Source: an optimization exercise on an open RTL-to-GDS flow (aim: small area and a short achievable clock period). Production flows keep margins and buffers that such runs may drop.
Where RTL was checked, it was by simulation tests only, not by an equivalence proof against the original.
Only the layout flow was run in run 3; the RTL was not checked for function there.
No activity file was given, so power comes from the tool's default toggle rates.

==> flow/design.v <==
`timescale 1ns/1ps
module fp_mult (
    input  logic        clk,
    input  logic        load,
    input  logic        first,
    input  logic        store,
    input  logic [31:0] a,
    input  logic [31:0] b,
    output logic [31:0] result
);
    logic        sgn;        
    logic [7:0]  exp_s;      
    logic        zero;       
    logic [22:0] man_a;
    logic [23:0] man_b;      
    logic [8:0] exp_sum;
    assign exp_sum = {a[30:23], 1'b1} + {b[30:23], 1'b1};
    always @(posedge clk) begin
        sgn   <= a[31] ^ b[31];
        exp_s <= exp_sum[8:1] ^ 8'h80;
        zero  <= (a[30:0] == 31'd0) || (b[30:0] == 31'd0);
        if (load) begin
            man_a <= a[22:0];
            man_b <= {1'b1, b[22:0]};
        end
        else begin
            man_b <= man_b >> 5;
        end
    end
    logic [4:0] digit;
    assign digit = man_b[4:0];
    logic [25:0] acc_s, acc_c;
    logic        acc_e;
    logic [25:0] x;
    assign x = {1'b1, man_a, 2'b00};
    logic [25:0] ns, nc;
    logic        ne;
    fp_mult_step step (.x(x),
                       .d(digit),
                       .s(first ? 26'd0 : acc_s),
                       .c(first ? 26'd0 : acc_c),
                       .e(acc_e & ~first),
                       .ns(ns),
                       .nc(nc),
                       .ne(ne));
    always @(posedge clk) begin
        acc_s <= ns;
        acc_c <= nc;
        acc_e <= ne;
    end
    logic [7:0] e2;
    logic       s2, z2;
    always @(posedge clk) begin
        if (first) begin
            e2 <= exp_s;
            s2 <= sgn;
            z2 <= zero;
        end
    end
    logic [26:0] p2;
    logic [25:0] p;
    assign p2 = {acc_s, 1'b1} + {acc_c, acc_e};
    assign p  = p2[26:1];
    logic [31:0] r0, r1;
    always @(*) begin
        if (z2)
            r0 = 32'd0;
        else if (e2 == 8'hFF)
            r0 = {s2, 8'hFF, 23'd0};
        else if (e2 == 8'h00)
            r0 = {s2, 8'h00, 23'd0};
        else
            r0 = {s2, e2, p[22:0]};
        if (z2)
            r1 = 32'd0;
        else if (e2 == 8'hFE)
            r1 = {s2, 8'hFF, 23'd0};
        else if (e2 == 8'hFF)
            r1 = {s2, 8'h00, 23'd0};
        else
            r1 = {s2, e2 + 8'd1, p[23:1]};
    end
    always @(posedge clk) begin
        if (store)
            result <= p[24] ? r1 : r0;
    end
endmodule
module fp_mult_step (
    input  logic [25:0] x,
    input  logic [4:0]  d,
    input  logic [25:0] s,
    input  logic [25:0] c,
    input  logic        e,
    output logic [25:0] ns,
    output logic [25:0] nc,
    output logic        ne
);
    logic [25:0] pp0;
    assign pp0 = x & {26{d[0]}};
    logic [25:0] pp1;
    assign pp1 = x & {26{d[1]}};
    logic [25:0] pp2;
    assign pp2 = x & {26{d[2]}};
    logic [25:0] pp3;
    assign pp3 = x & {26{d[3]}};
    logic [25:0] pp4;
    assign pp4 = x & {26{d[4]}};
    logic hs1;
    logic hc2;
    logic fs3;
    logic fc4;
    logic fs5;
    logic fc6;
    logic fs7;
    logic fc8;
    logic fs9;
    logic fc10;
    logic fs11;
    logic fc12;
    logic fs13;
    logic fc14;
    logic fs15;
    logic fc16;
    logic fs17;
    logic fc18;
    logic fs19;
    logic fc20;
    logic fs21;
    logic fc22;
    logic fs23;
    logic fc24;
    logic fs25;
    logic fc26;
    logic fs27;
    logic fc28;
    logic fs29;
    logic fc30;
    logic fs31;
    logic fc32;
    logic fs33;
    logic fc34;
    logic fs35;
    logic fc36;
    logic fs37;
    logic fc38;
    logic fs39;
    logic fc40;
    logic hs41;
    logic hc42;
    logic fs43;
    logic fc44;
    logic hs45;
    logic hc46;
    logic fs47;
    logic fc48;
    logic fs49;
    logic fc50;
    logic fs51;
    logic fc52;
    logic fs53;
    logic fc54;
    logic fs55;
    logic fc56;
    logic fs57;
    logic fc58;
    logic fs59;
    logic fc60;
    logic fs61;
    logic fc62;
    logic fs63;
    logic fc64;
    logic fs65;
    logic fc66;
    logic fs67;
    logic fc68;
    logic fs69;
    logic fc70;
    logic fs71;
    logic fc72;
    logic fs73;
    logic fc74;
    logic fs75;
    logic fc76;
    logic fs77;
    logic fc78;
    logic fs79;
    logic fc80;
    logic fs81;
    logic fc82;
    logic fs83;
    logic fc84;
    logic fs85;
    logic fc86;
    logic fs87;
    logic fc88;
    logic fs89;
    logic fc90;
    logic fs91;
    logic fc92;
    logic fs93;
    logic fc94;
    logic fs95;
    logic fc96;
    logic fs97;
    logic fc98;
    logic fs99;
    logic fc100;
    logic fs101;
    logic fc102;
    logic fs103;
    logic fc104;
    logic fs105;
    logic fc106;
    logic fs107;
    logic fc108;
    logic fs109;
    logic fc110;
    logic fs111;
    logic fc112;
    logic fs113;
    logic fc114;
    logic fs115;
    logic fc116;
    logic fs117;
    logic fc118;
    logic fs119;
    logic fc120;
    logic fs121;
    logic fc122;
    logic fs123;
    logic fc124;
    logic fs125;
    logic fc126;
    logic fs127;
    logic fc128;
    logic hs129;
    logic hc130;
    logic hs131;
    logic hc132;
    logic hs133;
    logic hc134;
    logic fs135;
    logic fc136;
    logic fs137;
    logic fc138;
    logic fs139;
    logic fc140;
    logic fs141;
    logic fc142;
    logic fs143;
    logic fc144;
    logic fs145;
    logic fc146;
    logic fs147;
    logic fc148;
    logic fs149;
    logic fc150;
    logic fs151;
    logic fc152;
    logic fs153;
    logic fc154;
    logic fs155;
    logic fc156;
    logic fs157;
    logic fc158;
    logic fs159;
    logic fc160;
    logic fs161;
    logic fc162;
    logic fs163;
    logic fc164;
    logic fs165;
    logic fc166;
    logic fs167;
    logic fc168;
    logic fs169;
    logic fc170;
    logic fs171;
    logic fc172;
    logic fs173;
    logic fc174;
    logic fs175;
    logic fc176;
    logic fs177;
    logic fc178;
    logic fs179;
    logic fc180;
    logic fs181;
    logic fc182;
    logic hs183;
    logic hc184;
    logic hs185;
    logic hc186;
    logic hs187;
    logic hc188;
    logic fs189;
    logic fc190;
    logic fs191;
    logic fc192;
    logic fs193;
    logic fc194;
    logic fs195;
    logic fc196;
    logic fs197;
    logic fc198;
    logic fs199;
    logic fc200;
    logic fs201;
    logic fc202;
    logic fs203;
    logic fc204;
    logic fs205;
    logic fc206;
    logic fs207;
    logic fc208;
    logic fs209;
    logic fc210;
    logic fs211;
    logic fc212;
    logic fs213;
    logic fc214;
    logic fs215;
    logic fc216;
    logic fs217;
    logic fc218;
    logic fs219;
    logic fc220;
    logic fs221;
    logic fc222;
    logic fs223;
    logic fc224;
    logic fs225;
    logic fc226;
    logic fs227;
    logic fc228;
    logic fs229;
    logic fc230;
    logic fs231;
    logic fc232;
    logic fs233;
    logic fc234;
    logic fs235;
    logic fc236;
    logic fs237;
    logic fc238;
    logic fs239;
    logic fc240;
    logic fs241;
    logic fc242;
    logic hs243;
    logic hc244;
    logic hs245;
    logic hc246;
    logic fs247;
    logic fc248;
    logic fs249;
    logic fc250;
    logic fs251;
    logic fc252;
    logic fs253;
    logic fc254;
    assign hs1 = s[6] ^ c[6];
    assign hc2 = s[6] & c[6];
    fp_fa u_fs3 (.a(s[7]), .b(c[7]), .c(pp0[7]), .s(fs3), .co(fc4));
    fp_fa u_fs5 (.a(s[8]), .b(c[8]), .c(pp0[8]), .s(fs5), .co(fc6));
    fp_fa u_fs7 (.a(s[9]), .b(c[9]), .c(pp0[9]), .s(fs7), .co(fc8));
    fp_fa u_fs9 (.a(s[10]), .b(c[10]), .c(pp0[10]), .s(fs9), .co(fc10));
    fp_fa u_fs11 (.a(s[11]), .b(c[11]), .c(pp0[11]), .s(fs11), .co(fc12));
    fp_fa u_fs13 (.a(s[12]), .b(c[12]), .c(pp0[12]), .s(fs13), .co(fc14));
    fp_fa u_fs15 (.a(s[13]), .b(c[13]), .c(pp0[13]), .s(fs15), .co(fc16));
    fp_fa u_fs17 (.a(s[14]), .b(c[14]), .c(pp0[14]), .s(fs17), .co(fc18));
    fp_fa u_fs19 (.a(s[15]), .b(c[15]), .c(pp0[15]), .s(fs19), .co(fc20));
    fp_fa u_fs21 (.a(s[16]), .b(c[16]), .c(pp0[16]), .s(fs21), .co(fc22));
    fp_fa u_fs23 (.a(s[17]), .b(c[17]), .c(pp0[17]), .s(fs23), .co(fc24));
    fp_fa u_fs25 (.a(s[18]), .b(c[18]), .c(pp0[18]), .s(fs25), .co(fc26));
    fp_fa u_fs27 (.a(s[19]), .b(c[19]), .c(pp0[19]), .s(fs27), .co(fc28));
    fp_fa u_fs29 (.a(s[20]), .b(c[20]), .c(pp0[20]), .s(fs29), .co(fc30));
    fp_fa u_fs31 (.a(s[21]), .b(c[21]), .c(pp0[21]), .s(fs31), .co(fc32));
    fp_fa u_fs33 (.a(s[22]), .b(c[22]), .c(pp0[22]), .s(fs33), .co(fc34));
    fp_fa u_fs35 (.a(s[23]), .b(c[23]), .c(pp0[23]), .s(fs35), .co(fc36));
    fp_fa u_fs37 (.a(s[24]), .b(c[24]), .c(pp0[24]), .s(fs37), .co(fc38));
    fp_fa u_fs39 (.a(s[25]), .b(c[25]), .c(pp0[25]), .s(fs39), .co(fc40));
    assign hs41 = s[4] ^ c[4];
    assign hc42 = s[4] & c[4];
    fp_fa u_fs43 (.a(s[5]), .b(c[5]), .c(pp0[5]), .s(fs43), .co(fc44));
    assign hs45 = pp1[4] ^ pp2[3];
    assign hc46 = pp1[4] & pp2[3];
    fp_fa u_fs47 (.a(hs1), .b(pp0[6]), .c(pp1[5]), .s(fs47), .co(fc48));
    fp_fa u_fs49 (.a(pp2[4]), .b(pp3[3]), .c(pp4[2]), .s(fs49), .co(fc50));
    fp_fa u_fs51 (.a(fs3), .b(pp1[6]), .c(pp2[5]), .s(fs51), .co(fc52));
    fp_fa u_fs53 (.a(pp3[4]), .b(pp4[3]), .c(hc2), .s(fs53), .co(fc54));
    fp_fa u_fs55 (.a(fs5), .b(pp1[7]), .c(pp2[6]), .s(fs55), .co(fc56));
    fp_fa u_fs57 (.a(pp3[5]), .b(pp4[4]), .c(fc4), .s(fs57), .co(fc58));
    fp_fa u_fs59 (.a(fs7), .b(pp1[8]), .c(pp2[7]), .s(fs59), .co(fc60));
    fp_fa u_fs61 (.a(pp3[6]), .b(pp4[5]), .c(fc6), .s(fs61), .co(fc62));
    fp_fa u_fs63 (.a(fs9), .b(pp1[9]), .c(pp2[8]), .s(fs63), .co(fc64));
    fp_fa u_fs65 (.a(pp3[7]), .b(pp4[6]), .c(fc8), .s(fs65), .co(fc66));
    fp_fa u_fs67 (.a(fs11), .b(pp1[10]), .c(pp2[9]), .s(fs67), .co(fc68));
    fp_fa u_fs69 (.a(pp3[8]), .b(pp4[7]), .c(fc10), .s(fs69), .co(fc70));
    fp_fa u_fs71 (.a(fs13), .b(pp1[11]), .c(pp2[10]), .s(fs71), .co(fc72));
    fp_fa u_fs73 (.a(pp3[9]), .b(pp4[8]), .c(fc12), .s(fs73), .co(fc74));
    fp_fa u_fs75 (.a(fs15), .b(pp1[12]), .c(pp2[11]), .s(fs75), .co(fc76));
    fp_fa u_fs77 (.a(pp3[10]), .b(pp4[9]), .c(fc14), .s(fs77), .co(fc78));
    fp_fa u_fs79 (.a(fs17), .b(pp1[13]), .c(pp2[12]), .s(fs79), .co(fc80));
    fp_fa u_fs81 (.a(pp3[11]), .b(pp4[10]), .c(fc16), .s(fs81), .co(fc82));
    fp_fa u_fs83 (.a(fs19), .b(pp1[14]), .c(pp2[13]), .s(fs83), .co(fc84));
    fp_fa u_fs85 (.a(pp3[12]), .b(pp4[11]), .c(fc18), .s(fs85), .co(fc86));
    fp_fa u_fs87 (.a(fs21), .b(pp1[15]), .c(pp2[14]), .s(fs87), .co(fc88));
    fp_fa u_fs89 (.a(pp3[13]), .b(pp4[12]), .c(fc20), .s(fs89), .co(fc90));
    fp_fa u_fs91 (.a(fs23), .b(pp1[16]), .c(pp2[15]), .s(fs91), .co(fc92));
    fp_fa u_fs93 (.a(pp3[14]), .b(pp4[13]), .c(fc22), .s(fs93), .co(fc94));
    fp_fa u_fs95 (.a(fs25), .b(pp1[17]), .c(pp2[16]), .s(fs95), .co(fc96));
    fp_fa u_fs97 (.a(pp3[15]), .b(pp4[14]), .c(fc24), .s(fs97), .co(fc98));
    fp_fa u_fs99 (.a(fs27), .b(pp1[18]), .c(pp2[17]), .s(fs99), .co(fc100));
    fp_fa u_fs101 (.a(pp3[16]), .b(pp4[15]), .c(fc26), .s(fs101), .co(fc102));
    fp_fa u_fs103 (.a(fs29), .b(pp1[19]), .c(pp2[18]), .s(fs103), .co(fc104));
    fp_fa u_fs105 (.a(pp3[17]), .b(pp4[16]), .c(fc28), .s(fs105), .co(fc106));
    fp_fa u_fs107 (.a(fs31), .b(pp1[20]), .c(pp2[19]), .s(fs107), .co(fc108));
    fp_fa u_fs109 (.a(pp3[18]), .b(pp4[17]), .c(fc30), .s(fs109), .co(fc110));
    fp_fa u_fs111 (.a(fs33), .b(pp1[21]), .c(pp2[20]), .s(fs111), .co(fc112));
    fp_fa u_fs113 (.a(pp3[19]), .b(pp4[18]), .c(fc32), .s(fs113), .co(fc114));
    fp_fa u_fs115 (.a(fs35), .b(pp1[22]), .c(pp2[21]), .s(fs115), .co(fc116));
    fp_fa u_fs117 (.a(pp3[20]), .b(pp4[19]), .c(fc34), .s(fs117), .co(fc118));
    fp_fa u_fs119 (.a(fs37), .b(pp1[23]), .c(pp2[22]), .s(fs119), .co(fc120));
    fp_fa u_fs121 (.a(pp3[21]), .b(pp4[20]), .c(fc36), .s(fs121), .co(fc122));
    fp_fa u_fs123 (.a(fs39), .b(pp1[24]), .c(pp2[23]), .s(fs123), .co(fc124));
    fp_fa u_fs125 (.a(pp3[22]), .b(pp4[21]), .c(fc38), .s(fs125), .co(fc126));
    fp_fa u_fs127 (.a(pp1[25]), .b(pp2[24]), .c(pp3[23]), .s(fs127), .co(fc128));
    assign hs129 = pp4[22] ^ fc40;
    assign hc130 = pp4[22] & fc40;
    assign hs131 = pp2[25] ^ pp3[24];
    assign hc132 = pp2[25] & pp3[24];
    assign hs133 = s[3] ^ c[3];
    assign hc134 = s[3] & c[3];
    fp_fa u_fs135 (.a(hs41), .b(pp0[4]), .c(pp1[3]), .s(fs135), .co(fc136));
    fp_fa u_fs137 (.a(fs43), .b(hs45), .c(pp3[2]), .s(fs137), .co(fc138));
    fp_fa u_fs139 (.a(fs47), .b(fs49), .c(fc44), .s(fs139), .co(fc140));
    fp_fa u_fs141 (.a(fs51), .b(fs53), .c(fc48), .s(fs141), .co(fc142));
    fp_fa u_fs143 (.a(fs55), .b(fs57), .c(fc52), .s(fs143), .co(fc144));
    fp_fa u_fs145 (.a(fs59), .b(fs61), .c(fc56), .s(fs145), .co(fc146));
    fp_fa u_fs147 (.a(fs63), .b(fs65), .c(fc60), .s(fs147), .co(fc148));
    fp_fa u_fs149 (.a(fs67), .b(fs69), .c(fc64), .s(fs149), .co(fc150));
    fp_fa u_fs151 (.a(fs71), .b(fs73), .c(fc68), .s(fs151), .co(fc152));
    fp_fa u_fs153 (.a(fs75), .b(fs77), .c(fc72), .s(fs153), .co(fc154));
    fp_fa u_fs155 (.a(fs79), .b(fs81), .c(fc76), .s(fs155), .co(fc156));
    fp_fa u_fs157 (.a(fs83), .b(fs85), .c(fc80), .s(fs157), .co(fc158));
    fp_fa u_fs159 (.a(fs87), .b(fs89), .c(fc84), .s(fs159), .co(fc160));
    fp_fa u_fs161 (.a(fs91), .b(fs93), .c(fc88), .s(fs161), .co(fc162));
    fp_fa u_fs163 (.a(fs95), .b(fs97), .c(fc92), .s(fs163), .co(fc164));
    fp_fa u_fs165 (.a(fs99), .b(fs101), .c(fc96), .s(fs165), .co(fc166));
    fp_fa u_fs167 (.a(fs103), .b(fs105), .c(fc100), .s(fs167), .co(fc168));
    fp_fa u_fs169 (.a(fs107), .b(fs109), .c(fc104), .s(fs169), .co(fc170));
    fp_fa u_fs171 (.a(fs111), .b(fs113), .c(fc108), .s(fs171), .co(fc172));
    fp_fa u_fs173 (.a(fs115), .b(fs117), .c(fc112), .s(fs173), .co(fc174));
    fp_fa u_fs175 (.a(fs119), .b(fs121), .c(fc116), .s(fs175), .co(fc176));
    fp_fa u_fs177 (.a(fs123), .b(fs125), .c(fc120), .s(fs177), .co(fc178));
    fp_fa u_fs179 (.a(fs127), .b(hs129), .c(fc124), .s(fs179), .co(fc180));
    fp_fa u_fs181 (.a(hs131), .b(pp4[23]), .c(fc128), .s(fs181), .co(fc182));
    assign hs183 = pp3[25] ^ pp4[24];
    assign hc184 = pp3[25] & pp4[24];
    assign hs185 = s[0] ^ c[0];
    assign hc186 = s[0] & c[0];
    assign hs187 = s[1] ^ c[1];
    assign hc188 = s[1] & c[1];
    fp_fa u_fs189 (.a(s[2]), .b(c[2]), .c(pp0[2]), .s(fs189), .co(fc190));
    fp_fa u_fs191 (.a(hs133), .b(pp0[3]), .c(pp1[2]), .s(fs191), .co(fc192));
    fp_fa u_fs193 (.a(fs135), .b(pp2[2]), .c(hc134), .s(fs193), .co(fc194));
    fp_fa u_fs195 (.a(fs137), .b(hc42), .c(fc136), .s(fs195), .co(fc196));
    fp_fa u_fs197 (.a(fs139), .b(hc46), .c(fc138), .s(fs197), .co(fc198));
    fp_fa u_fs199 (.a(fs141), .b(fc50), .c(fc140), .s(fs199), .co(fc200));
    fp_fa u_fs201 (.a(fs143), .b(fc54), .c(fc142), .s(fs201), .co(fc202));
    fp_fa u_fs203 (.a(fs145), .b(fc58), .c(fc144), .s(fs203), .co(fc204));
    fp_fa u_fs205 (.a(fs147), .b(fc62), .c(fc146), .s(fs205), .co(fc206));
    fp_fa u_fs207 (.a(fs149), .b(fc66), .c(fc148), .s(fs207), .co(fc208));
    fp_fa u_fs209 (.a(fs151), .b(fc70), .c(fc150), .s(fs209), .co(fc210));
    fp_fa u_fs211 (.a(fs153), .b(fc74), .c(fc152), .s(fs211), .co(fc212));
    fp_fa u_fs213 (.a(fs155), .b(fc78), .c(fc154), .s(fs213), .co(fc214));
    fp_fa u_fs215 (.a(fs157), .b(fc82), .c(fc156), .s(fs215), .co(fc216));
    fp_fa u_fs217 (.a(fs159), .b(fc86), .c(fc158), .s(fs217), .co(fc218));
    fp_fa u_fs219 (.a(fs161), .b(fc90), .c(fc160), .s(fs219), .co(fc220));
    fp_fa u_fs221 (.a(fs163), .b(fc94), .c(fc162), .s(fs221), .co(fc222));
    fp_fa u_fs223 (.a(fs165), .b(fc98), .c(fc164), .s(fs223), .co(fc224));
    fp_fa u_fs225 (.a(fs167), .b(fc102), .c(fc166), .s(fs225), .co(fc226));
    fp_fa u_fs227 (.a(fs169), .b(fc106), .c(fc168), .s(fs227), .co(fc228));
    fp_fa u_fs229 (.a(fs171), .b(fc110), .c(fc170), .s(fs229), .co(fc230));
    fp_fa u_fs231 (.a(fs173), .b(fc114), .c(fc172), .s(fs231), .co(fc232));
    fp_fa u_fs233 (.a(fs175), .b(fc118), .c(fc174), .s(fs233), .co(fc234));
    fp_fa u_fs235 (.a(fs177), .b(fc122), .c(fc176), .s(fs235), .co(fc236));
    fp_fa u_fs237 (.a(fs179), .b(fc126), .c(fc178), .s(fs237), .co(fc238));
    fp_fa u_fs239 (.a(fs181), .b(hc130), .c(fc180), .s(fs239), .co(fc240));
    fp_fa u_fs241 (.a(hs183), .b(hc132), .c(fc182), .s(fs241), .co(fc242));
    assign hs243 = pp4[25] ^ hc184;
    assign hc244 = pp4[25] & hc184;
    assign hs245 = hs185 ^ e;
    assign hc246 = hs185 & e;
    fp_fa u_fs247 (.a(hs187), .b(hc186), .c(hc246), .s(fs247), .co(fc248));
    fp_fa u_fs249 (.a(fs189), .b(hc188), .c(fc248), .s(fs249), .co(fc250));
    fp_fa u_fs251 (.a(fs191), .b(fc190), .c(fc250), .s(fs251), .co(fc252));
    fp_fa u_fs253 (.a(fs193), .b(fc192), .c(fc252), .s(fs253), .co(fc254));
    assign ns[0] = fs195;
    assign nc[0] = fc194;
    assign ns[1] = fs197;
    assign nc[1] = fc196;
    assign ns[2] = fs199;
    assign nc[2] = fc198;
    assign ns[3] = fs201;
    assign nc[3] = fc200;
    assign ns[4] = fs203;
    assign nc[4] = fc202;
    assign ns[5] = fs205;
    assign nc[5] = fc204;
    assign ns[6] = fs207;
    assign nc[6] = fc206;
    assign ns[7] = fs209;
    assign nc[7] = fc208;
    assign ns[8] = fs211;
    assign nc[8] = fc210;
    assign ns[9] = fs213;
    assign nc[9] = fc212;
    assign ns[10] = fs215;
    assign nc[10] = fc214;
    assign ns[11] = fs217;
    assign nc[11] = fc216;
    assign ns[12] = fs219;
    assign nc[12] = fc218;
    assign ns[13] = fs221;
    assign nc[13] = fc220;
    assign ns[14] = fs223;
    assign nc[14] = fc222;
    assign ns[15] = fs225;
    assign nc[15] = fc224;
    assign ns[16] = fs227;
    assign nc[16] = fc226;
    assign ns[17] = fs229;
    assign nc[17] = fc228;
    assign ns[18] = fs231;
    assign nc[18] = fc230;
    assign ns[19] = fs233;
    assign nc[19] = fc232;
    assign ns[20] = fs235;
    assign nc[20] = fc234;
    assign ns[21] = fs237;
    assign nc[21] = fc236;
    assign ns[22] = fs239;
    assign nc[22] = fc238;
    assign ns[23] = fs241;
    assign nc[23] = fc240;
    assign ns[24] = hs243;
    assign nc[24] = fc242;
    assign ns[25] = hc244;
    assign nc[25] = 1'b0;
    assign ne = fc254;
endmodule
module fp_fa (
    input  logic a,
    input  logic b,
    input  logic c,
    output logic s,
    output logic co
);
    assign {co, s} = {1'b0, a} + {1'b0, b} + {1'b0, c};
endmodule
`timescale 1ns/1ps
module fp_add (
    input  logic        clk,
    input  logic        rst,
    input  logic        add,
    input  logic        update,
    input  logic        run,
    input  logic [31:0] b,
    output logic [31:0] sum
);
    logic [31:0] a;
    assign a = sum;
    logic za, zb;
    assign zb = (b[30:23] == 8'd0);
    logic [23:0] man_a, man_b;
    assign man_a = {~za, a[22:0]};
    assign man_b = {~zb, b[22:0]};
    logic [8:0] diff;
    logic [7:0] mag;
    assign diff = {1'b0, a[30:23]} - {1'b0, b[30:23]};
    assign mag  = diff[8] ? -diff[7:0] : diff[7:0];
    logic       swap;
    logic [4:0] shamt;
    always @(posedge clk) begin
        swap  <= diff[8];
        shamt <= (mag[7:5] != 3'd0) ? 5'd31 : mag[4:0];
    end
    logic        swap_r;
    logic [23:0] minor;
    always @(posedge clk) begin
        swap_r <= swap;
        minor  <= (swap ? man_a : man_b) >> shamt;
    end
    logic        larger;     
    logic        s_sgn;
    logic [7:0]  s_exp;
    logic [24:0] s_man;
    always @(posedge clk) begin
        if (add) begin
            s_sgn <= (za && zb) ? 1'b0 : (larger ? a[31] : b[31]);
            s_exp <= swap_r ? b[30:23] : a[30:23];
            s_man <= {1'b0, swap_r ? man_b : man_a} + {1'b0, minor};
        end
    end
    always @(posedge clk or negedge rst) begin
        if (!rst)
            larger <= 1'b0;
        else if (add && run)
            larger <= !diff[8] && (diff[7:0] != 8'd0 || a[22:0] > b[22:0]);
    end
    logic norm;
    assign norm = s_man[24] && !s_man[23] && (s_exp != 8'd0);
    logic [31:0] next;
    assign next = {s_sgn, s_exp + {7'd0, norm}, norm ? s_man[23:1] : s_man[22:0]};
    always @(posedge clk or negedge rst) begin
        if (!rst) begin
            sum <= 32'd0;
            za  <= 1'b1;
        end
        else if (update) begin
            sum <= next;
            za  <= (next[30:0] == 31'd0);
        end
    end
endmodule
`timescale 1ns/1ps
module PE (
    input clk,
    input rst,
    input logic [31:0] PE_in_a,
    input logic [31:0] PE_in_b,
    output logic [31:0] PE_out_r
);
    logic [4:0] pm;      
    logic [5:0] pa;      
    logic       run;     
    always @(posedge clk or negedge rst) begin
        if (!rst) begin
            pm  <= 5'b00001;
            pa  <= 6'b000001;
            run <= 1'b0;
        end
        else begin
            pm <= {pm[3:0], pm[4]};
            pa <= {pa[4:0], pa[5]};
            if (pa[5])
                run <= 1'b1;
        end
    end
    logic [31:0] prod;
    fp_mult uut_1 (.clk(clk),
                   .load(pm[0]),
                   .first(pm[1]),
                   .store(pm[1] & ~pa[2]),
                   .a(PE_in_a),
                   .b(PE_in_b),
                   .result(prod));
    fp_add uut_2 (.clk(clk),
                  .rst(rst),
                  .add((pa[4] & ~pm[2]) | (pa[3] & pm[1])),
                  .update(pa[5] & run),
                  .run(run),
                  .b(prod),
                  .sum(PE_out_r));
endmodule
==> flow/run.sh <==
#!/bin/bash
# synth_recipe.tcl (not shown) runs the flow's synth.tcl, then flattens the netlist and writes it again
# the make line also repeats each setting of config.mk as NAME=value (left out here)
make -C /OpenROAD-flow-scripts/flow DESIGN_CONFIG=/design/flow/config.mk WORK_HOME=/design/flow/orfs CLKGATE_MAP_FILE= SYNTH_SCRIPT=/design/flow/synth_recipe.tcl finish
==> flow/config.mk <==
export PLATFORM = sky130hd
export DESIGN_NAME = PE
export DESIGN_NICKNAME = PE
export VERILOG_FILES = /design/flow/design.v
export SDC_FILE = /design/flow/constraint.sdc
export NUM_CORES = 4
export LEC_CHECK = 0
export CAP_MARGIN = 20
export CORE_MARGIN = 2
export CORE_UTILIZATION = 55
export CTS_CLUSTER_DIAMETER = 80
export CTS_CLUSTER_SIZE = 24
export SETUP_SLACK_MARGIN = 5
export SLEW_MARGIN = 20
==> flow/constraint.sdc <==
create_clock -name core_clock -period 12.0 [get_ports {clk}]
set_input_delay 2.4000 -clock core_clock [delete_from_list [all_inputs] [get_ports {clk}]]
set_output_delay 2.4000 -clock core_clock [all_outputs]
set_load 0.01 [all_outputs]
==> reports/qor.txt, run 1 <==
Outcome: no timing/DRC/antenna violations
RR Startpoint: uut_2.swap_r
DRC violations left: 0
Area grow syn2layout: 11.4%
Post-CTS sizing: 0
Min-delay src: pa[1]
Die area: 33,100 sq um
Die Span X: 182 um
Worst path buffer plus inverter count: 1
First-pass GRT wire length: 67,800 um
Max incr delay on CP: 0.60 ns
HP Class: reg2reg
Tightest Pin Transition: 1.10 ns
CTS Hold Bufs: 0
CTS root buffer: clkbuf_16
Arr. time, crit path: 1.66 ns
RSZ-0062 raised after global routing: false
Endpoints failing setup: 0
Placed Cells: 2,149
Post-synth EDFFs: 99
Ys flop type: dfxtp_1
Pwr Total: 1670 uW
Post-CTS setup buffers: 0
Antenna Cells: 0
Mapped Avg Cell Area: 10.2 sq um
GRT overflow: 0
Setup crit start kind: register
Pins Over Slew Limit: 0
Multi-input gate area: 10,200 sq um
Area share of and/or/nand/nor cells after synthesis: 14.4%
Post-synthesis sequential area ratio: 37.2%
Post-Route WL: 41,000 um
Slew HR: 26.5%
Post-layout util: 61.8%
CTS tree: built
Gpl congestion: 0.904
Setup crit start: uut_2.sum[19]
Core ar.: 31,400 sq um
Clock skew: 0.0181 ns
Wire length per cell: 18.8 um
Final ANT Viol Nets: 0
Reg clk slew, reported paths: 0.09 ns
Post-synthesis adder-cell area fraction: 20.9%
Crit path required time: 9.60 ns
Maxcap violations: 0
Largest family of logic cells by synthesized area: adder cells
Largest net degree at the start of global routing: 66
Cell Pwr Density: 85.9 nW/um^2
Final non-filler cell total: 2,181
DP Area: 18,700 sq um
Fraction of registers with async set/reset: 17.6%
Register Area: 6470 sq um
Fill cells: 2,633
Syn_nets: 1,989
Port Buffer Count: 97
CP delay by family, top: buffers and inverters
Post-synth cell types: 76
Final period util: 33.8%
Fmax: 246 MHz
Io pins: 98
Longest Clk Path Bufs: 3
Compound-Gate Fraction of Synth Area: 11.6%
Number of global-route vias before repair: 12,934
Leak pwr: 0.00852 uW
GR Util met3: 2.67%
Layout cell share with drive strength beyond 1: 8.32%
Number of buffers created by CTS: 18
Starting density of the core: 55.5%
Total negative slack: 0 ns
CTS sink cnt: 262
Post-synthesis mux area share: 8.05%
Fin crit period: 4.06 ns
Setup CP Type: reg2out
Die span in y: 182 um
Initial DRC count: 617
Vias post-DR: 12,451
Peak VDD IR: 0.0918 mV
GR Util met2: 44.9%
H-tree level count: 1
DR vias/cell: 5.71
Grt met1 use: 33.5%
GRT Max-Usage Layer: met2
GRT Total Usage: 25.8%
Dpl hpwl: 31,600 um
Post-synthesis instance total: 1,701
Worst-skew pair later-pin latency: 0.53 ns
Worst-path maximum fanout: 6
Xor and xnor fraction of the mapped netlist area: 3.12%
Initial antenna violation count: 0
Hold violation count in the final report: 0
Design Area, Final: 19,400 sq um
# rows: 65
Worst Setup End Kind: output port
Layout net count: 2,055
Drt pass-1 iters: 5
Synthesized cell area: 17,400 sq um
Yosys warning count: 3
Slowest CP cell: clkdlybuf4s50_1
Yosys reg bits: 262
Crit path cell chain: clkdlybuf4s50_1
final timing paths:
| check | cells past startpoint | endpoint | slack [ns] |
|---|---|---|---|
| max in group asynchronous | 2 | pm[1] | 9.56 |
| worst max register to register | 12 | uut_2.s_man[18] | 7.97 |
| worst min register to register | 0 | pa[2] | 0.36 |
| worst min-delay path | 0 | pa[2] | 0.36 |
| min in group asynchronous | 2 | uut_2.sum[26] | 1.98 |
| worst max-delay path | 1 | PE_out_r[19] | 7.94 |
cell usage in the layout, fill, tap and decap left out, types with 47 or more instances in the layout:
cell type / count
edfxtp_1: 99
and2_1: 47
a21oi_1: 96
clkdlybuf4s50_1: 96
inv_1: 150
nor2_1: 116
nand2_1: 176
dfxtp_1: 117
fa_1: 115
ha_1: 107
o21ai_0: 50
mux2_2: 56
Yosys cell counts, types with 4 or more instances:
cell type / count / area (sq um)
nor3b_1: 4 / 30.0
and3_1: 6 / 37.5
a31oi_1: 7 / 43.8
o21bai_1: 5 / 37.5
inv_1: 150 / 563
ha_1: 107 / 1340
dfrtp_1: 43 / 1080
nand4_1: 20 / 125
xnor2_1: 42 / 368
dfxtp_1: 117 / 2340
buf_2: 6 / 30.0
o21a_1: 14 / 105
and2_1: 48 / 300
fa_1: 115 / 2300
nor2b_1: 21 / 131
o31ai_1: 5 / 37.5
xor2_1: 20 / 175
a211oi_1: 13 / 97.6
nor4_1: 26 / 163
or3_1: 7 / 43.8
nand2b_1: 46 / 288
o21ai_0: 51 / 255
mux4_2: 16 / 360
or2_2: 7 / 43.8
nor2_1: 117 / 439
mux2_2: 56 / 631
buf_1: 4 / 15.0
nor3_1: 16 / 80.1
a21o_1: 39 / 293
a21oi_1: 97 / 485
nand3_1: 16 / 80.1
nand2_1: 176 / 661
mux2i_1: 41 / 410
edfxtp_1: 99 / 2970
o22ai_1: 28 / 175
clkbuf_1: 51 / 191
o211ai_1: 7 / 52.6
cell families (layout without fill, tap and decap cells):
| family | Yosys count | count (layout) |
|---|---|---|
| AO/OA/AOI/OAI | 311 | 311 |
| XOR/XNOR | 62 | 62 |
| adder cells (fa/ha/maj) | 222 | 222 |
| buffers and inverters | 213 | 291 |
| flip-flops | 262 | 262 |
| multiplexers | 113 | 113 |
| AND/OR/NAND/NOR | 518 | 518 |
power breakdown:
group | total, uW | switching (uW) | internal (uW)
combinational | 42.3 | 16.9 | 25.5
sequential | 927 | 1.11 | 926
clock | 697 | 355 | 342
total | 1670 | 373 | 1290
area by class of cell:
| type | instances | share of cell area, % |
|---|---|---|
| multi-input cells | 1226 | 52.4 |
| clock inverters | 10 | 0.742 |
| repair buffers | 108 | 5.41 |
| well taps | 402 | 2.59 |
| inverters | 151 | 2.92 |
| flip-flops and latches | 262 | 33.4 |
| clock buffers | 22 | 2.62 |
through the flow:
step | worst slack, ns | hold slack, ns
after floorplan | 8.27 | 0.326
after detailed placement | 7.68 | 0.339
after global routing | 7.79 | 0.378
after global placement | 7.69 | 0.334
final | 7.94 | 0.360
after CTS | 7.93 | 0.367
layer usage:
metal  vias to the layer above  wire length [um]
met2                       276             20200
met1                      6064             17600
met4                         0              1660
met3                        78              1520
met5                         -                 0
li1                       6033                 -
registers in the layout, summed over array words and instances (netlist names), 5 cells and up:
name          cells
uut_1.result     32
uut_2.sum        32
uut_1.acc_s      26
uut_1.acc_c      25
uut_2.s_man      25
uut_1.man_b      24
uut_2.minor      24
uut_1.man_a      23
uut_1.e2          8
uut_1.exp_s       8
uut_2.s_exp       8
pa                6
pm                5
uut_2.shamt       5
==> run 2, diff against run 1 <==
==> flow/flow/run.sh (new file) <==
#!/bin/bash
set -euo pipefail
bash standard.sh finish SETUP_SLACK_MARGIN=8.5 "BUFFER_PORTS_ARGS=-buffer_cell sky130_fd_sc_hd__buf_2" SYNTH_KEEP_MODULES=fp_fa > flow.log 2>&1
==> flow/standard.sh (new file) <==
#!/bin/bash
# synth_recipe.tcl (not shown) runs the flow's synth.tcl, then flattens the netlist and writes it again
# the make line also repeats each setting of config.mk as NAME=value (left out here)
make -C /OpenROAD-flow-scripts/flow DESIGN_CONFIG=/design/flow/config.mk WORK_HOME=/design/flow/orfs CLKGATE_MAP_FILE= SYNTH_SCRIPT=/design/flow/synth_recipe.tcl "${@:-finish}"
--- a/flow/config.mk
+++ b/flow/config.mk
@@ -10,5 +10,4 @@
 export CORE_UTILIZATION = 55
 export CTS_CLUSTER_DIAMETER = 80
 export CTS_CLUSTER_SIZE = 24
-export SETUP_SLACK_MARGIN = 5
 export SLEW_MARGIN = 20
removed: flow/run.sh
==> run 2 against run 1 <==
Critical path depth did not move. Die area fell by 0.58%. Worst setup slack improved by 0.52 ns. Register-to-register slack improved by 0.61 ns. Critical path type unchanged. Clock skew grew 0.0045 ns. Count of clock-buffer cells in the layout decreased by 1. Total power is 2.8% lower. Sequential share of layout area increased by 0.43 points. Routed wire length is 0.75% higher. Critical endpoint unchanged. Area after synthesis fell by 0.59%.
==> reports/qor.txt, run 2 <==
Outcome: no timing/DRC/antenna violations
# rows: 64 (-1.5%)
CTS root buffer: clkbuf_16
Worst R2R End: uut_2.s_man[22]
Number of buffers created by CTS: 18 (unchanged)
Crit path required time: 9.60 ns (about the same)
Share of the synthesized area in the top cell type: 17.2% (+0.10 points)
Final ANT Viol Nets: 0 (unchanged)
CTS Hold Bufs: 0 (unchanged)
Final period util: 29.4% (-4.4 points)
Clk network pwr share: 40.0% (-1.8 points)
Die area: 32,900 sq um (-0.58%)
Post-Route WL: 41,400 um (+0.75%)
Leak pwr: 0.00889 uW (+4.4%)
Dpl hpwl: 31,200 um (-1.3%)
Crit path cell chain: buf_6
Die Span X: 181 um (-0.29%)
CP delay by family, top: flip-flops
GRT overflow: 0 (unchanged)
CTS sink cnt: 262 (unchanged)
Combinational power share: 2.7% (+0.2 points)
HP Class: reg2reg
Gpl congestion: 0.884 (-2.2%)
Post-synthesis instance total: 1,652 (-2.9%)
Endpoints failing setup: 0 (unchanged)
Top Registers: uut_1.result: 32 flops, uut_2.sum: 32 flops, uut_1.acc_s: 26 flops
Arr. time, crit path: 1.13 ns (-0.53 ns)
Worst-path maximum fanout: 5 (-1)
Longest Clk Path Bufs: 3 (unchanged)
Port Buffer Count: 97 (unchanged)
Ys flop type: dfxtp_1
Synth cell count leaders: 137 x nand2_1, 122 x and2_1, 120 x fa_1
Most frequent cell after synthesis: nand2_1
NetSw: 366 uW (-2.0%)
Post-synth top area cell: edfxtp_1
Fmax: 283 MHz (+15%)
Peak VDD IR: 0.155 mV (+69%)
WHS Path Cells: 0 (unchanged)
H-tree level count: 1 (unchanged)
Most common cell after layout, fill and taps aside: nand2_1
RR Startpoint: uut_2.swap_r
Mapped Avg Cell Area: 10.5 sq um (+2.4%)
Initial antenna violation count: 0 (unchanged)
Yosys warning count: 3 (unchanged)
Slowest CP cell: dfrtp_2
Syn_nets: 1,940 (-2.5%)
Pins Over Slew Limit: 0 (unchanged)
Most frequent cells in the layout: 137 x nand2_1, 121 x and2_1, 119 x fa_1
Antenna Cells: 0 (unchanged)
Hold violation count in the final report: 0 (unchanged)
Pwr Total: 1620 uW (-2.8%)
Max incr delay on CP: 0.48 ns (-0.12 ns)
Die span in y: 181 um (-0.29%)
Core ar.: 30,700 sq um (-2.0%)
Drt pass-1 iters: 5 (unchanged)
Post-synthesis sequential area ratio: 37.4% (+0.22 points)
Total negative slack: 0 ns (unchanged)
Layout net count: 2,035 (-0.97%)
Setup crit start kind: register
CTS tree: built
Yosys reg bits: 262 (unchanged)
DR vias/cell: 5.80 (+1.7%)
Clock skew: 0.0226 ns (+0.00446 ns)
Number of global-route vias before repair: 12,454 (-3.7%)
Worst path buffer plus inverter count: 1 (unchanged)
Worst-skew pair later-pin latency: 0.52 ns (about the same)
Min-delay src: pm[4]
Reg2Reg Depth: 14 (+2)
Internal: 1250 uW (-3.0%)
DRC violations left: 0 (unchanged)
Wire length per cell: 19.2 um (+2.0%)
RSZ-0062 raised after global routing: true
Worst hold endpoint: pm[0]
Fin crit period: 3.53 ns (-0.524 ns)
First-pass GRT wire length: 66,400 um (-2.2%)
Initial DRC count: 639 (+3.6%)
Vias post-DR: 12,508 (+0.46%)
Post-synth EDFFs: 99 (unchanged)
Setup slack, reg-to-reg: 8.58 ns (+0.61 ns)
Slew HR: 38.6% (+12 points)
Largest net degree at the start of global routing: 66 (unchanged)
Io pins: 98 (unchanged)
Reg clk slew, reported paths: 0.09 ns (about the same)
Starting density of the core: 56.3% (+0.83 points)
Fraction of registers with async set/reset: 17.6% (unchanged)
Largest cells by area after synthesis: edfxtp_1 17%, fa_1 14%, dfxtp_1 14%
Layout cell share with drive strength beyond 1: 18.0% (+9.7 points)
Setup CP Type: reg2out
Maxcap violations: 0 (unchanged)
Post-synth cell types: 68 (-11%)
GRT Total Usage: 25.5% (-0.27 points)
Area grow syn2layout: 11.2%
Cell Pwr Density: 84.2 nW/um^2 (-2.0%)
Sw frac: 22.6% (+0.17 points)
Flop pwr share: 57.3% (+1.7 points)
Worst Setup End Kind: output port
Tightest Pin Transition: 0.913 ns (-0.186 ns)
Synthesized cell area: 17,300 sq um (-0.59%)
## run 2: per-module statistics from Yosys (local to each module, per instance)
module / flip-flops and latches / cells inside / copies in the design
PE: 262 / 1536 / 1
fp_fa: 0 / 1 / 116
## run 2: metal layers
layer / part of all wire (%) / GRT usage (%)
met1: 45 / 35.0
met2: 47 / 42.1
met3: 4.0 / 2.77
met4: 4.0 / 9.46
met5: 0 / 0
## run 2: metrics by stage
stage                     utilization [%]  instances  hold WS (ns)  instance area (sq um)  setup slack, ns
final                                62.6       2155         0.360                  19300             8.47
after global routing                 62.6       2155         0.371                  19300             8.43
after CTS                            62.3       2148         0.364                  19100             8.40
after detailed placement             59.1       2086         0.338                  18200             7.81
after global placement               59.1       2086         0.335                  18200             7.88
after floorplan                         -       1652         0.329                  17400             8.38
## run 2: repair_timing
| item | in CTS | in global routing |
|---|---|---|
| resized for setup | 39 | 14 |
| buffers inserted | 30 | 6 |
| hold endpoints to repair | 0 | 0 |
| setup endpoints to repair | 50 | 36 |
| gates cloned | 0 | 1 |
| pin swaps | 0 | 3 |
## run 2: how the worst max path moves through the flow
stage	end	cells after the start	slack [ns]	start
after floorplan	uut_1.exp_s[6]	9	8.38	PE_in_a[23]
after global routing	PE_out_r[19]	1	8.43	uut_2.sum[19]
after detailed placement	uut_1.zero	4	7.81	PE_in_a[23]
after CTS	uut_2.s_man[22]	13	8.40	uut_2.swap_r
after global placement	uut_1.zero	4	7.88	PE_in_a[23]
final	PE_out_r[19]	1	8.47	uut_2.sum[19]
## run 2: kinds of logic after synthesis
logic type	synth area share [%]
DFF	37.4
AOI/OAI and AO/OA	11.2
muxes	6.82
xor gates and xnor gates	3.38
other	0.0217
adders and majority gates	21.3
and+or+nand+nor	16.9
buffers and inverters	3.04
## run 2: cell type report
cell class | instances | area, sq um
well taps | 396 | 495
clock inverters | 11 | 128
fillers | 2557 | 11500
clock buffers | 21 | 483
inverters | 64 | 258
repair buffers | 147 | 928
flip-flops and latches | 262 | 6510
multi-input cells | 1254 | 10500
## run 2: worst register-to-register path: stages, from the launching register on
cell	delay, ns
dfxtp_4	0.37
buf_12	0.16
nand2_1	0.06
o21ai_0	0.10
ha_1	0.25
fa_1	0.43
a21o_1	0.21
a21oi_2	0.21
o21ai_2	0.10
a211o_1	0.31
a221oi_4	0.37
o21ai_2	0.13
a31o_2	0.26
a21oi_2	0.15
xnor2_1	0.07
## run 2: power groups by stage
stage	Sequential [uW]	Clock, uW	Combinational (uW)
2_1_floorplan	948	0	20.1
3_3_place_gp	948	0	42.9
3_5_place_dp	949	0	43.4
4_1_cts	928	668	43.9
5_1_grt	929	698	48.9
6_report	928	649	43.4
==> run 3, diff against run 2 <==
--- a/flow/design.v
+++ b/flow/design.v
@@ -633,22 +633,25 @@
     input logic [31:0] PE_in_b,
     output logic [31:0] PE_out_r
 );
-    logic [4:0] pm;      
-    logic [5:0] pa;      
+    logic [2:0] qm, qa;
     logic       run;     
     always @(posedge clk or negedge rst) begin
         if (!rst) begin
-            pm  <= 5'b00001;
-            pa  <= 6'b000001;
+            qm  <= 3'b000;
+            qa  <= 3'b000;
             run <= 1'b0;
         end
         else begin
-            pm <= {pm[3:0], pm[4]};
-            pa <= {pa[4:0], pa[5]};
-            if (pa[5])
+            qm <= {qm[1] & qm[0], qm[0], ~qm[2]};
+            qa <= {qa[1:0], ~qa[2]};
+            if (qa[2] & ~qa[1])
                 run <= 1'b1;
         end
     end
+    logic [4:0] pm;      
+    logic [5:0] pa;      
+    assign pm = {qm[2] & ~qm[0], qm[2] & qm[0], ~qm[2] & qm[1], ~qm[1] & qm[0], ~qm[1] & ~qm[0]};
+    assign pa = {qa[2] & ~qa[1], qa[1] & ~qa[0], qa[2] & qa[0], ~qa[2] & qa[1], ~qa[1] & qa[0], ~qa[2] & ~qa[0]};
     logic [31:0] prod;
     fp_mult uut_1 (.clk(clk),
                    .load(pm[0]),
==> flow/flow/run.sh (replaced) <==
#!/bin/bash
set -euo pipefail
bash standard.sh finish SETUP_SLACK_MARGIN=8.4 "BUFFER_PORTS_ARGS=-buffer_cell sky130_fd_sc_hd__buf_2" SYNTH_KEEP_MODULES=fp_fa > flow.log 2>&1
==> run 3 against run 2 <==
Largest power group is now combinational cells. Highest routed layer unchanged. Count of clock-buffer cells in the layout unchanged. Routed wire length grew 0.12%. Die area fell by 0.49%. First-iteration DRC count up 2.7%. Total power grew 99%. Sequential share of layout area fell by 0.092 points. Via count down 2.0%. Sequential power grew 14%. Critical endpoint is now PE_out_r[7]. Worst hold slack improved by 0.051 ns.
==> reports/qor.txt, run 3 <==
Outcome: no timing/DRC/antenna violations
H-tree level count: 1 (unchanged)
Yosys warning count: 3 (unchanged)
Core ar.: 30,700 sq um (unchanged)
Antenna Cells: 0 (unchanged)
Top Registers: uut_1.result: 32 flops, uut_2.sum: 32 flops, uut_1.acc_s: 26 flops
Post-synthesis adder-cell area fraction: 21.4% (+0.11 points)
# rows: 64 (unchanged)
Tightest Pin Transition: 1.06 ns (+0.148 ns)
Endpoints failing setup: 0 (unchanged)
CTS tree: built
DR vias/cell: 5.80 (about the same)
Post-synthesis sequential area ratio: 36.8% (-0.55 points)
Synth cell count leaders: 174 x and2_1, 123 x nand2_1, 120 x fa_1
Post-Route WL: 41,400 um (+0.12%)
Dpl hpwl: 31,900 um (+2.2%)
Compound-Gate Fraction of Synth Area: 11.6% (+0.43 points)
Worst setup endpoint: PE_out_r[7]
Worst-skew pair later-pin latency: 0.54 ns (+0.02 ns)
Setup crit start kind: register
Number of cells on the critical path: 1 (unchanged)
Final period util: 29.7% (+0.29 points)
Post-synthesis mux area share: 8.25% (+1.4 points)
Layout cell share with drive strength beyond 1: 15.4% (-2.6 points)
Syn_nets: 1,921 (-0.98%)
Post-synthesis instance total: 1,633 (-1.2%)
Layout net count: 1,994 (-2.0%)
Die Span X: 181 um (-0.25%)
Hold violation count in the final report: 0 (unchanged)
Starting density of the core: 56.0% (-0.28 points)
Final ANT Viol Nets: 0 (unchanged)
Pins Over Slew Limit: 0 (unchanged)
Die span in y: 181 um (-0.25%)
Wire length per cell: 19.6 um (+2.1%)
CTS root buffer: clkbuf_16
Largest net degree at the start of global routing: 59 (-11%)
DRC violations left: 0 (unchanged)
Leak pwr: 0.00786 uW (-12%)
Crit path required time: 9.60 ns (about the same)
Pwr Total: 3220 uW (+99%)
Setup slack, reg-to-reg: 8.56 ns (-0.02 ns)
Share of the synthesized area in the top cell type: 17.3% (+0.086 points)
RR Startpoint: uut_1.man_b[0]
Area share of and/or/nand/nor cells after synthesis: 15.9% (-1.0 points)
Ys flop type: dfxtp_1
RSZ-0062 raised after global routing: false
Post-synth top area cell: edfxtp_1
Worst R2R End: uut_1.acc_s[19]
CTS sink cnt: 257 (-1.9%)
Fin crit period: 3.57 ns (+0.0348 ns)
Gpl congestion: 0.902 (+2.0%)
Die area: 32,700 sq um (-0.49%)
Number of global-route vias before repair: 12,545 (+0.73%)
CTS Hold Bufs: 0 (unchanged)
Most frequent cells in the layout: 173 x and2_1, 123 x nand2_1, 119 x fa_1
HP Class: reg2reg
Xor and xnor fraction of the mapped netlist area: 3.10% (-0.28 points)
First-pass GRT wire length: 67,000 um (+0.94%)
Max incr delay on CP: 0.46 ns (-0.02 ns)
Crit path cell chain: buf_2
Slowest CP cell: dfrtp_1
Yosys reg bits: 257 (-1.9%)
Total negative slack: 0 ns (unchanged)
Most frequent cell after synthesis: and2_1
Post-synth cell types: 72 (+5.9%)
Setup CP Type: reg2out
Number of buffers created by CTS: 18 (unchanged)
CP delay by family, top: flip-flops
Reg clk slew, reported paths: 0.09 ns (about the same)
Worst Setup End Kind: output port
GRT overflow: 0 (unchanged)
Io pins: 98 (unchanged)
Vias post-DR: 12,263 (-2.0%)
Worst path buffer plus inverter count: 1 (unchanged)
Post-synth EDFFs: 99 (unchanged)
Largest cells by area after synthesis: edfxtp_1 17%, fa_1 14%, dfxtp_1 14%
GRT Total Usage: 25.7% (+0.23 points)
Worst-path maximum fanout: 6 (+1)
Synthesized cell area: 17,200 sq um (-0.50%)
Reg2Reg Depth: 5 (-9)
Arr. time, crit path: 1.17 ns (+0.04 ns)
Initial DRC count: 656 (+2.7%)
Setup ws final: 8.43 ns (-0.0348 ns)
Initial antenna violation count: 0 (unchanged)
Port Buffer Count: 97 (unchanged)
Fraction of registers with async set/reset: 16.0% (-1.6 points)
Maxcap violations: 0 (unchanged)
Area grow syn2layout: 9.62%
Clock skew: 0.0372 ns (+0.0146 ns)
Peak VDD IR: 0.124 mV (-20%)
Most common cell after layout, fill and taps aside: and2_1
Largest family of logic cells by synthesized area: adder cells
Post-place setup slack: 8.08 ns (+0.278 ns)
Setup crit start: uut_2.sum[7]
Slew HR: 29.2% (-9.4 points)
Drt pass-1 iters: 7 (+2)
Fmax: 280 MHz (-0.97%)
Longest Clk Path Bufs: 3 (unchanged)
Cell Pwr Density: 171 nW/um^2 (+100%)
Mapped Avg Cell Area: 10.5 sq um (+0.66%)
[run 3: repair_timing]
| action | CTS | global route |
|---|---|---|
| pin swaps | 0 | 1 |
| setup buffers | 2 | 5 |
| cloned | 0 | 1 |
| gates resized for setup | 12 | 16 |
| endpoints found under the setup margin | 26 | 43 |
[run 3: final cells by class]
type	count	area (sq um)
clock buffers	21	472
flip-flops and latches	257	6360
well taps	396	495
multi-input cells	1246	10500
repair buffers	114	632
inverters	69	280
fillers	2598	11900
clock inverters	11	144
[run 3: worst min path at each step]
| stage | start | cells past startpoint | endpoint |
|---|---|---|---|
| after global routing | uut_1.sgn | 0 | uut_1.s2 |
| after floorplan | uut_2.swap | 0 | uut_2.swap_r |
| after detailed placement | qa[0] | 0 | qa[1] |
| after global placement | qa[0] | 0 | qa[1] |
| after CTS | uut_1.exp_s[4] | 0 | uut_1.e2[4] |
| final | uut_1.sgn | 0 | uut_1.s2 |
[run 3: per-module statistics from Yosys (local to each module, per instance)]
module / times used / flops+latches
fp_fa: 116 / 0
PE: 1 / 257
[run 3: logic make-up after synthesis]
family / after synthesis
xor+xnor: 61
compound gates: 313
simple gates: 533
mux: 115
fa+ha+maj: 222
other cells: 1
flops: 257
buf+inv: 131
[run 3: metal layers]
metal  track usage (%)  share of wire (%)  routed length, um
met1              34.4                 44              18200
met2              45.2                 50              20600
met3              2.50                3.9               1610
met4              6.63                2.5               1030
met5                 0                  0                  0
[run 3: where the power goes]
group | switching, uW | internal, uW | leakage (uW) | total (uW)
Clock | 349 | 305 | 0.000296 | 655
Combinational | 847 | 664 | 0.00523 | 1510
Sequential | 53.1 | 1010 | 0.00233 | 1060
Total | 1250 | 1980 | 0.00786 | 3220
[run 3: through the flow]
| step | cells | hold slack [ns] | area (sq um) | utilization [%] |
|---|---|---|---|---|
| final | 2114 | 0.410 | 18900 | 61.4 |
| after global routing | 2114 | 0.424 | 18900 | 61.4 |
| after CTS | 2108 | 0.419 | 18800 | 61.1 |
| after detailed placement | 2074 | 0.411 | 18100 | 58.9 |
| after global placement | 2074 | 0.393 | 18100 | 58.9 |
| after floorplan | 1633 | 0.329 | 17300 | - |

## static timing again, ports no longer ideal
The results above use ideal ports. As a check the final layouts listed here were re-extracted and re-timed, cells and wires unchanged. Step 1 sets driving cells, clkbuf_16 on the clock port and buf_2 on the other inputs (assumed; they add their load-dependent delay and slew). Step 2, shift: input delay + t, output delay - t, t = (earliest + latest rising clock arrival at the registers) / 2. This alone moves slack from input paths to output paths. Slacks: no drivers / after step 1 / after step 2; pairs: no drivers / after step 1.
run	t, ns	setup slack, ns	slew at the worst register clock pin (ns)
run 1	0.575	7.942 / 7.887 / 7.616	0.10 / 0.10
run 2	0.560	8.466 / 8.415 / 8.103	0.10 / 0.10
run 3	0.574	8.431 / 8.380 / 8.112	0.10 / 0.10
After both steps every run listed still meets setup and hold. The setup slack of run 2, which loses most, moves by -0.051 ns with the drivers and by -0.363 ns with both steps.
